What follows belongs to an exercise in optimizing a design on an open flow for small area and a short achievable clock period; a production flow would make more cautious choices.
At most, simulation tests tie the RTL to the original design; equivalence was not proved.

==> v12: inputs <==
==> flow/design.v (excerpt) <==
module float_recip(clk,rst,i_cip,i_sj,i_vstart,i_vector_length,i_v0,i_v1,i_v2,i_v3,i_v4,i_v5,i_v6,i_v7,o_result, o_busy);
==> module rbp, before the edit <==
module rbp(one, two, neg, a, b, p);
input wire one, two, neg, a, b;
output wire p;
assign p = ((one & a) | (two & b)) ^ neg;
endmodule
export LEC_CHECK = 0
export CAP_MARGIN = 20
export CORE_MARGIN = 2
export CORE_UTILIZATION = 40
export CTS_CLUSTER_DIAMETER = 150
export CTS_CLUSTER_SIZE = 30
export PLACE_DENSITY = 0.6
export SLEW_MARGIN = 20
export SYNTH_HIERARCHICAL = 1
export SYNTH_MINIMUM_KEEP_SIZE = 0
create_clock -name core_clock -period 10.0 [get_ports {clk}]
standard.sh (not shown) runs the stock make flow with config.mk's settings and CLKGATE_MAP_FILE= SYNTH_SCRIPT=/design/flow/synth_recipe.tcl, a recipe that flattens the netlist after the stock synthesis.
==> flow/flow/run.sh <==
#!/bin/bash
set -euo pipefail
bash standard.sh SETUP_SLACK_MARGIN=6.85 "BUFFER_PORTS_ARGS=-buffer_cell sky130_fd_sc_hd__buf_2" finish > standard_flow.log 2>&1
==> inputs of v6, as changes to v12 <==
--- a/flow/design.v
+++ b/flow/design.v
@@ -135,21 +135,21 @@
                       |{dl7[15], dl7[13], dl7[11], dl7[9], dl7[7], dl7[5], dl7[3], dl7[1]}};
 wire [14:0] x2_tab;
 recip_x2_lut lut(.h(dh7), .l(dl7), .y(x2_tab));
 wire [7:0]  x2_neg, x2_one, x2_two;
 booth_enc enc(.yl(x2_tab), .neg(x2_neg), .one(x2_one), .two(x2_two));
-reg [6:0]  sg8, neg9, neg10;
+reg [6:0]  neg8, neg9, neg10;
 reg [7:0]  one8, one9, one10;
 reg [7:0]  two8, two9, two10;
 reg        half8, half9, half10, half11, half12;
 always @(posedge clk)
 begin
    d8    <= {dh7_bin, dl7_bin, d7lo};
-   sg8   <= ~x2_neg[6:0];
+   neg8  <= x2_neg[6:0];
    one8  <= x2_one;
    two8  <= x2_two;
-   neg9  <= ~sg8;
+   neg9  <= neg8;
    one9  <= one8;
    two9  <= two8;
    neg10 <= neg9;
    one10 <= one9;
    two10 <= two9;
@@ -158,11 +158,11 @@
    half10 <= half9;
    half11 <= half10;
    half12 <= half11;
 end
 wire [32:0] b3_a, b3_b;
-mul_a ma(.sg({1'b0, sg8}), .one(one8), .two(two8), .m(d8), .ra(b3_a), .rb(b3_b));
+mul_a ma(.neg({1'b1, neg8}), .one(one8), .two(two8), .m(d8), .ra(b3_a), .rb(b3_b));
 reg  [32:0] b3a_9, b3b_9;
 always @(posedge clk)
 begin
    b3a_9 <= b3_a;
    b3b_9 <= b3_b;
@@ -188,18 +188,18 @@
 wire [47:0] x3 = (s12 == 2'd0) ? {1'b1, 47'b0} :
                  c3[48] ? c3[48:1] : c3[47] ? c3[47:0] : {c3[46:0], 1'b0};
 always @(posedge clk)
    o_result <= half12 ? {se12, 1'b1, 47'b0} : {se12, x3};
 endmodule
-module mul_a(sg, one, two, m, ra, rb);
-input  wire [7:0] sg;
+module mul_a(neg, one, two, m, ra, rb);
+input  wire [7:0] neg;
 input  wire [7:0] one;
 input  wire [7:0] two;
 input  wire [15:0] m;
 output wire [32:0] ra;
 output wire [32:0] rb;
-wire sg0 = sg[0];
+wire sg0 = ~neg[0];
 wire p0_0 = (one[0] & m[0]) ^ sg0;
 wire p0_1;
 rbp b0_1 (.one(one[0]), .two(two[0]), .neg(sg0), .a(m[1]), .b(m[0]), .p(p0_1));
 wire p0_2;
 rbp b0_2 (.one(one[0]), .two(two[0]), .neg(sg0), .a(m[2]), .b(m[1]), .p(p0_2));
@@ -228,11 +228,11 @@
 wire p0_14;
 rbp b0_14 (.one(one[0]), .two(two[0]), .neg(sg0), .a(m[14]), .b(m[13]), .p(p0_14));
 wire p0_15;
 rbp b0_15 (.one(one[0]), .two(two[0]), .neg(sg0), .a(m[15]), .b(m[14]), .p(p0_15));
 wire p0_16 = (two[0] & m[15]) ^ sg0;
-wire sg1 = sg[1];
+wire sg1 = ~neg[1];
 wire p1_0 = (one[1] & m[0]) ^ sg1;
 wire p1_1;
 rbp b1_1 (.one(one[1]), .two(two[1]), .neg(sg1), .a(m[1]), .b(m[0]), .p(p1_1));
 wire p1_2;
 rbp b1_2 (.one(one[1]), .two(two[1]), .neg(sg1), .a(m[2]), .b(m[1]), .p(p1_2));
@@ -261,11 +261,11 @@
 wire p1_14;
 rbp b1_14 (.one(one[1]), .two(two[1]), .neg(sg1), .a(m[14]), .b(m[13]), .p(p1_14));
 wire p1_15;
 rbp b1_15 (.one(one[1]), .two(two[1]), .neg(sg1), .a(m[15]), .b(m[14]), .p(p1_15));
 wire p1_16 = (two[1] & m[15]) ^ sg1;
-wire sg2 = sg[2];
+wire sg2 = ~neg[2];
 wire p2_0 = (one[2] & m[0]) ^ sg2;
 wire p2_1;
 rbp b2_1 (.one(one[2]), .two(two[2]), .neg(sg2), .a(m[1]), .b(m[0]), .p(p2_1));
 wire p2_2;
 rbp b2_2 (.one(one[2]), .two(two[2]), .neg(sg2), .a(m[2]), .b(m[1]), .p(p2_2));
@@ -294,11 +294,11 @@
 wire p2_14;
 rbp b2_14 (.one(one[2]), .two(two[2]), .neg(sg2), .a(m[14]), .b(m[13]), .p(p2_14));
 wire p2_15;
 rbp b2_15 (.one(one[2]), .two(two[2]), .neg(sg2), .a(m[15]), .b(m[14]), .p(p2_15));
 wire p2_16 = (two[2] & m[15]) ^ sg2;
-wire sg3 = sg[3];
+wire sg3 = ~neg[3];
 wire p3_0 = (one[3] & m[0]) ^ sg3;
 wire p3_1;
 rbp b3_1 (.one(one[3]), .two(two[3]), .neg(sg3), .a(m[1]), .b(m[0]), .p(p3_1));
 wire p3_2;
 rbp b3_2 (.one(one[3]), .two(two[3]), .neg(sg3), .a(m[2]), .b(m[1]), .p(p3_2));
@@ -327,11 +327,11 @@
 wire p3_14;
 rbp b3_14 (.one(one[3]), .two(two[3]), .neg(sg3), .a(m[14]), .b(m[13]), .p(p3_14));
 wire p3_15;
 rbp b3_15 (.one(one[3]), .two(two[3]), .neg(sg3), .a(m[15]), .b(m[14]), .p(p3_15));
 wire p3_16 = (two[3] & m[15]) ^ sg3;
-wire sg4 = sg[4];
+wire sg4 = ~neg[4];
 wire p4_0 = (one[4] & m[0]) ^ sg4;
 wire p4_1;
 rbp b4_1 (.one(one[4]), .two(two[4]), .neg(sg4), .a(m[1]), .b(m[0]), .p(p4_1));
 wire p4_2;
 rbp b4_2 (.one(one[4]), .two(two[4]), .neg(sg4), .a(m[2]), .b(m[1]), .p(p4_2));
@@ -360,11 +360,11 @@
 wire p4_14;
 rbp b4_14 (.one(one[4]), .two(two[4]), .neg(sg4), .a(m[14]), .b(m[13]), .p(p4_14));
 wire p4_15;
 rbp b4_15 (.one(one[4]), .two(two[4]), .neg(sg4), .a(m[15]), .b(m[14]), .p(p4_15));
 wire p4_16 = (two[4] & m[15]) ^ sg4;
-wire sg5 = sg[5];
+wire sg5 = ~neg[5];
 wire p5_0 = (one[5] & m[0]) ^ sg5;
 wire p5_1;
 rbp b5_1 (.one(one[5]), .two(two[5]), .neg(sg5), .a(m[1]), .b(m[0]), .p(p5_1));
 wire p5_2;
 rbp b5_2 (.one(one[5]), .two(two[5]), .neg(sg5), .a(m[2]), .b(m[1]), .p(p5_2));
@@ -393,11 +393,11 @@
 wire p5_14;
 rbp b5_14 (.one(one[5]), .two(two[5]), .neg(sg5), .a(m[14]), .b(m[13]), .p(p5_14));
 wire p5_15;
 rbp b5_15 (.one(one[5]), .two(two[5]), .neg(sg5), .a(m[15]), .b(m[14]), .p(p5_15));
 wire p5_16 = (two[5] & m[15]) ^ sg5;
-wire sg6 = sg[6];
+wire sg6 = ~neg[6];
 wire p6_0 = (one[6] & m[0]) ^ sg6;
 wire p6_1;
 rbp b6_1 (.one(one[6]), .two(two[6]), .neg(sg6), .a(m[1]), .b(m[0]), .p(p6_1));
 wire p6_2;
 rbp b6_2 (.one(one[6]), .two(two[6]), .neg(sg6), .a(m[2]), .b(m[1]), .p(p6_2));
@@ -426,11 +426,11 @@
 wire p6_14;
 rbp b6_14 (.one(one[6]), .two(two[6]), .neg(sg6), .a(m[14]), .b(m[13]), .p(p6_14));
 wire p6_15;
 rbp b6_15 (.one(one[6]), .two(two[6]), .neg(sg6), .a(m[15]), .b(m[14]), .p(p6_15));
 wire p6_16 = (two[6] & m[15]) ^ sg6;
-wire sg7 = sg[7];
+wire sg7 = ~neg[7];
 wire p7_0 = (one[7] & m[0]) ^ sg7;
 wire p7_1;
 rbp b7_1 (.one(one[7]), .two(two[7]), .neg(sg7), .a(m[1]), .b(m[0]), .p(p7_1));
 wire p7_2;
 rbp b7_2 (.one(one[7]), .two(two[7]), .neg(sg7), .a(m[2]), .b(m[1]), .p(p7_2));
==> flow/flow/run.sh (replaced) <==
#!/bin/bash
set -euo pipefail
bash standard.sh SETUP_SLACK_MARGIN=7.0 "BUFFER_PORTS_ARGS=-buffer_cell sky130_fd_sc_hd__buf_2" finish > standard_flow.log 2>&1
--- a/flow/config.mk
+++ b/flow/config.mk
@@ -6,11 +6,9 @@
 export NUM_CORES = 4
 export LEC_CHECK = 0
 export CAP_MARGIN = 20
 export CORE_MARGIN = 2
 export CORE_UTILIZATION = 40
-export CTS_CLUSTER_DIAMETER = 150
-export CTS_CLUSTER_SIZE = 30
 export PLACE_DENSITY = 0.6
 export SLEW_MARGIN = 20
 export SYNTH_HIERARCHICAL = 1
 export SYNTH_MINIMUM_KEEP_SIZE = 0
==> inputs of v39, as changes to v12 <==
--- a/flow/design.v
+++ b/flow/design.v
@@ -135,21 +135,21 @@
                       |{dl7[15], dl7[13], dl7[11], dl7[9], dl7[7], dl7[5], dl7[3], dl7[1]}};
 wire [14:0] x2_tab;
 recip_x2_lut lut(.h(dh7), .l(dl7), .y(x2_tab));
 wire [7:0]  x2_neg, x2_one, x2_two;
 booth_enc enc(.yl(x2_tab), .neg(x2_neg), .one(x2_one), .two(x2_two));
-reg [6:0]  sg8, neg9, neg10;
+reg [6:0]  neg8, neg9, neg10;
 reg [7:0]  one8, one9, one10;
 reg [7:0]  two8, two9, two10;
 reg        half8, half9, half10, half11, half12;
 always @(posedge clk)
 begin
    d8    <= {dh7_bin, dl7_bin, d7lo};
-   sg8   <= ~x2_neg[6:0];
+   neg8  <= x2_neg[6:0];
    one8  <= x2_one;
    two8  <= x2_two;
-   neg9  <= ~sg8;
+   neg9  <= neg8;
    one9  <= one8;
    two9  <= two8;
    neg10 <= neg9;
    one10 <= one9;
    two10 <= two9;
@@ -158,11 +158,11 @@
    half10 <= half9;
    half11 <= half10;
    half12 <= half11;
 end
 wire [32:0] b3_a, b3_b;
-mul_a ma(.sg({1'b0, sg8}), .one(one8), .two(two8), .m(d8), .ra(b3_a), .rb(b3_b));
+mul_a ma(.neg({1'b1, neg8}), .one(one8), .two(two8), .m(d8), .ra(b3_a), .rb(b3_b));
 reg  [32:0] b3a_9, b3b_9;
 always @(posedge clk)
 begin
    b3a_9 <= b3_a;
    b3b_9 <= b3_b;
@@ -188,18 +188,18 @@
 wire [47:0] x3 = (s12 == 2'd0) ? {1'b1, 47'b0} :
                  c3[48] ? c3[48:1] : c3[47] ? c3[47:0] : {c3[46:0], 1'b0};
 always @(posedge clk)
    o_result <= half12 ? {se12, 1'b1, 47'b0} : {se12, x3};
 endmodule
-module mul_a(sg, one, two, m, ra, rb);
-input  wire [7:0] sg;
+module mul_a(neg, one, two, m, ra, rb);
+input  wire [7:0] neg;
 input  wire [7:0] one;
 input  wire [7:0] two;
 input  wire [15:0] m;
 output wire [32:0] ra;
 output wire [32:0] rb;
-wire sg0 = sg[0];
+wire sg0 = ~neg[0];
 wire p0_0 = (one[0] & m[0]) ^ sg0;
 wire p0_1;
 rbp b0_1 (.one(one[0]), .two(two[0]), .neg(sg0), .a(m[1]), .b(m[0]), .p(p0_1));
 wire p0_2;
 rbp b0_2 (.one(one[0]), .two(two[0]), .neg(sg0), .a(m[2]), .b(m[1]), .p(p0_2));
@@ -228,11 +228,11 @@
 wire p0_14;
 rbp b0_14 (.one(one[0]), .two(two[0]), .neg(sg0), .a(m[14]), .b(m[13]), .p(p0_14));
 wire p0_15;
 rbp b0_15 (.one(one[0]), .two(two[0]), .neg(sg0), .a(m[15]), .b(m[14]), .p(p0_15));
 wire p0_16 = (two[0] & m[15]) ^ sg0;
-wire sg1 = sg[1];
+wire sg1 = ~neg[1];
 wire p1_0 = (one[1] & m[0]) ^ sg1;
 wire p1_1;
 rbp b1_1 (.one(one[1]), .two(two[1]), .neg(sg1), .a(m[1]), .b(m[0]), .p(p1_1));
 wire p1_2;
 rbp b1_2 (.one(one[1]), .two(two[1]), .neg(sg1), .a(m[2]), .b(m[1]), .p(p1_2));
@@ -261,11 +261,11 @@
 wire p1_14;
 rbp b1_14 (.one(one[1]), .two(two[1]), .neg(sg1), .a(m[14]), .b(m[13]), .p(p1_14));
 wire p1_15;
 rbp b1_15 (.one(one[1]), .two(two[1]), .neg(sg1), .a(m[15]), .b(m[14]), .p(p1_15));
 wire p1_16 = (two[1] & m[15]) ^ sg1;
-wire sg2 = sg[2];
+wire sg2 = ~neg[2];
 wire p2_0 = (one[2] & m[0]) ^ sg2;
 wire p2_1;
 rbp b2_1 (.one(one[2]), .two(two[2]), .neg(sg2), .a(m[1]), .b(m[0]), .p(p2_1));
 wire p2_2;
 rbp b2_2 (.one(one[2]), .two(two[2]), .neg(sg2), .a(m[2]), .b(m[1]), .p(p2_2));
@@ -294,11 +294,11 @@
 wire p2_14;
 rbp b2_14 (.one(one[2]), .two(two[2]), .neg(sg2), .a(m[14]), .b(m[13]), .p(p2_14));
 wire p2_15;
 rbp b2_15 (.one(one[2]), .two(two[2]), .neg(sg2), .a(m[15]), .b(m[14]), .p(p2_15));
 wire p2_16 = (two[2] & m[15]) ^ sg2;
-wire sg3 = sg[3];
+wire sg3 = ~neg[3];
 wire p3_0 = (one[3] & m[0]) ^ sg3;
 wire p3_1;
 rbp b3_1 (.one(one[3]), .two(two[3]), .neg(sg3), .a(m[1]), .b(m[0]), .p(p3_1));
 wire p3_2;
 rbp b3_2 (.one(one[3]), .two(two[3]), .neg(sg3), .a(m[2]), .b(m[1]), .p(p3_2));
@@ -327,11 +327,11 @@
 wire p3_14;
 rbp b3_14 (.one(one[3]), .two(two[3]), .neg(sg3), .a(m[14]), .b(m[13]), .p(p3_14));
 wire p3_15;
 rbp b3_15 (.one(one[3]), .two(two[3]), .neg(sg3), .a(m[15]), .b(m[14]), .p(p3_15));
 wire p3_16 = (two[3] & m[15]) ^ sg3;
-wire sg4 = sg[4];
+wire sg4 = ~neg[4];
 wire p4_0 = (one[4] & m[0]) ^ sg4;
 wire p4_1;
 rbp b4_1 (.one(one[4]), .two(two[4]), .neg(sg4), .a(m[1]), .b(m[0]), .p(p4_1));
 wire p4_2;
 rbp b4_2 (.one(one[4]), .two(two[4]), .neg(sg4), .a(m[2]), .b(m[1]), .p(p4_2));
@@ -360,11 +360,11 @@
 wire p4_14;
 rbp b4_14 (.one(one[4]), .two(two[4]), .neg(sg4), .a(m[14]), .b(m[13]), .p(p4_14));
 wire p4_15;
 rbp b4_15 (.one(one[4]), .two(two[4]), .neg(sg4), .a(m[15]), .b(m[14]), .p(p4_15));
 wire p4_16 = (two[4] & m[15]) ^ sg4;
-wire sg5 = sg[5];
+wire sg5 = ~neg[5];
 wire p5_0 = (one[5] & m[0]) ^ sg5;
 wire p5_1;
 rbp b5_1 (.one(one[5]), .two(two[5]), .neg(sg5), .a(m[1]), .b(m[0]), .p(p5_1));
 wire p5_2;
 rbp b5_2 (.one(one[5]), .two(two[5]), .neg(sg5), .a(m[2]), .b(m[1]), .p(p5_2));
@@ -393,11 +393,11 @@
 wire p5_14;
 rbp b5_14 (.one(one[5]), .two(two[5]), .neg(sg5), .a(m[14]), .b(m[13]), .p(p5_14));
 wire p5_15;
 rbp b5_15 (.one(one[5]), .two(two[5]), .neg(sg5), .a(m[15]), .b(m[14]), .p(p5_15));
 wire p5_16 = (two[5] & m[15]) ^ sg5;
-wire sg6 = sg[6];
+wire sg6 = ~neg[6];
 wire p6_0 = (one[6] & m[0]) ^ sg6;
 wire p6_1;
 rbp b6_1 (.one(one[6]), .two(two[6]), .neg(sg6), .a(m[1]), .b(m[0]), .p(p6_1));
 wire p6_2;
 rbp b6_2 (.one(one[6]), .two(two[6]), .neg(sg6), .a(m[2]), .b(m[1]), .p(p6_2));
@@ -426,11 +426,11 @@
 wire p6_14;
 rbp b6_14 (.one(one[6]), .two(two[6]), .neg(sg6), .a(m[14]), .b(m[13]), .p(p6_14));
 wire p6_15;
 rbp b6_15 (.one(one[6]), .two(two[6]), .neg(sg6), .a(m[15]), .b(m[14]), .p(p6_15));
 wire p6_16 = (two[6] & m[15]) ^ sg6;
-wire sg7 = sg[7];
+wire sg7 = ~neg[7];
 wire p7_0 = (one[7] & m[0]) ^ sg7;
 wire p7_1;
 rbp b7_1 (.one(one[7]), .two(two[7]), .neg(sg7), .a(m[1]), .b(m[0]), .p(p7_1));
 wire p7_2;
 rbp b7_2 (.one(one[7]), .two(two[7]), .neg(sg7), .a(m[2]), .b(m[1]), .p(p7_2));
==> flow/run.sh (new file) <==
#!/bin/bash
# synth_recipe.tcl (not shown) runs the flow's synth.tcl, then flattens the netlist and writes it again
# the make line also repeats each setting of config.mk as NAME=value (left out here)
make -C /OpenROAD-flow-scripts/flow DESIGN_CONFIG=/design/flow/config.mk WORK_HOME=/design/flow/orfs CLKGATE_MAP_FILE= SYNTH_SCRIPT=/design/flow/synth_recipe.tcl finish
--- a/flow/config.mk
+++ b/flow/config.mk
@@ -6,11 +6,10 @@
 export NUM_CORES = 4
 export LEC_CHECK = 0
 export CAP_MARGIN = 20
 export CORE_MARGIN = 2
 export CORE_UTILIZATION = 40
-export CTS_CLUSTER_DIAMETER = 150
-export CTS_CLUSTER_SIZE = 30
+export CTS_BUF_LIST = sky130_fd_sc_hd__clkbuf_4 sky130_fd_sc_hd__clkbuf_8
 export PLACE_DENSITY = 0.6
 export SLEW_MARGIN = 20
 export SYNTH_HIERARCHICAL = 1
 export SYNTH_MINIMUM_KEEP_SIZE = 0
removed: flow/flow/run.sh
removed: flow/standard.sh
==> inputs of v20, as changes to v12 <==
--- a/flow/design.v
+++ b/flow/design.v
@@ -1782,7 +1782,19 @@
 assign co = a & b;
 endmodule
 module rbp(one, two, neg, a, b, p);
 input wire one, two, neg, a, b;
 output wire p;
-assign p = ((one & a) | (two & b)) ^ neg;
+wire t;
+rbp_sel sel (.one(one), .two(two), .a(a), .b(b), .t(t));
+rbp_inv inv (.t(t), .neg(neg), .p(p));
+endmodule
+module rbp_sel(one, two, a, b, t);
+input wire one, two, a, b;
+output wire t;
+assign t = (one & a) | (two & b);
+endmodule
+module rbp_inv(t, neg, p);
+input wire t, neg;
+output wire p;
+assign p = t ^ neg;
 endmodule
==> summary of the runs <==
- In v20 the die area is lower than in v39, by about 3%.
- Routed wire length: v20 < v12 < v39 < v6.
- Against v39, the setup slack of v6 is higher by 610 ps.
- Worst hold slack: v6 is worse than v20 (5.5 ps).
- Critical path depth is the same in v39 and v6.
- Between v39 and v6, the lower cell area is in v39 (gap 4.5%, measured against v6).
- Global-route usage: v12 is lower than v6 (1.1 points).
Function not checked in v12 and v20: the RTL went through the layout flow alone.

port drivers added, routing unchanged:
The flow's constraints put no driver on any port. The routed layouts listed below were extracted and timed again, unchanged, in two steps.
Step 1, drivers: a clkbuf_16 drives clk and a buf_2 each remaining input, both assumed.
Step 2 adds t to the input delays and takes it off the output delays; t is the mean of the earliest and latest rising clock arrival at the registers after step 1. Input paths then give back, and output paths get back, about the clock's delay inside the block.
a / b / c = ideal / step 1 / step 2; a / b = the first two.
run | shift t [ns] | slack for setup (ns) | latest minus earliest clock arrival (ns) | worst slew at a driven data input, ns
v12 | 0.692 | 6.902 / 6.834 / 6.775 | 0.054 / 0.053 | 0.15
v6 | 0.732 | 6.873 / 6.808 / 6.842 | 0.072 / 0.072 | 0.16
v39 | 0.879 | 6.266 / 6.198 / 6.160 | 0.049 / 0.049 | 0.19
v20 | 0.739 | 6.815 / 6.762 / 6.815 | 0.064 / 0.064 | 0.15
After both steps setup and hold are still met in every run listed. For v12, which loses most, drivers alone change the setup slack by -0.068 ns; drivers and shift together by -0.127 ns.
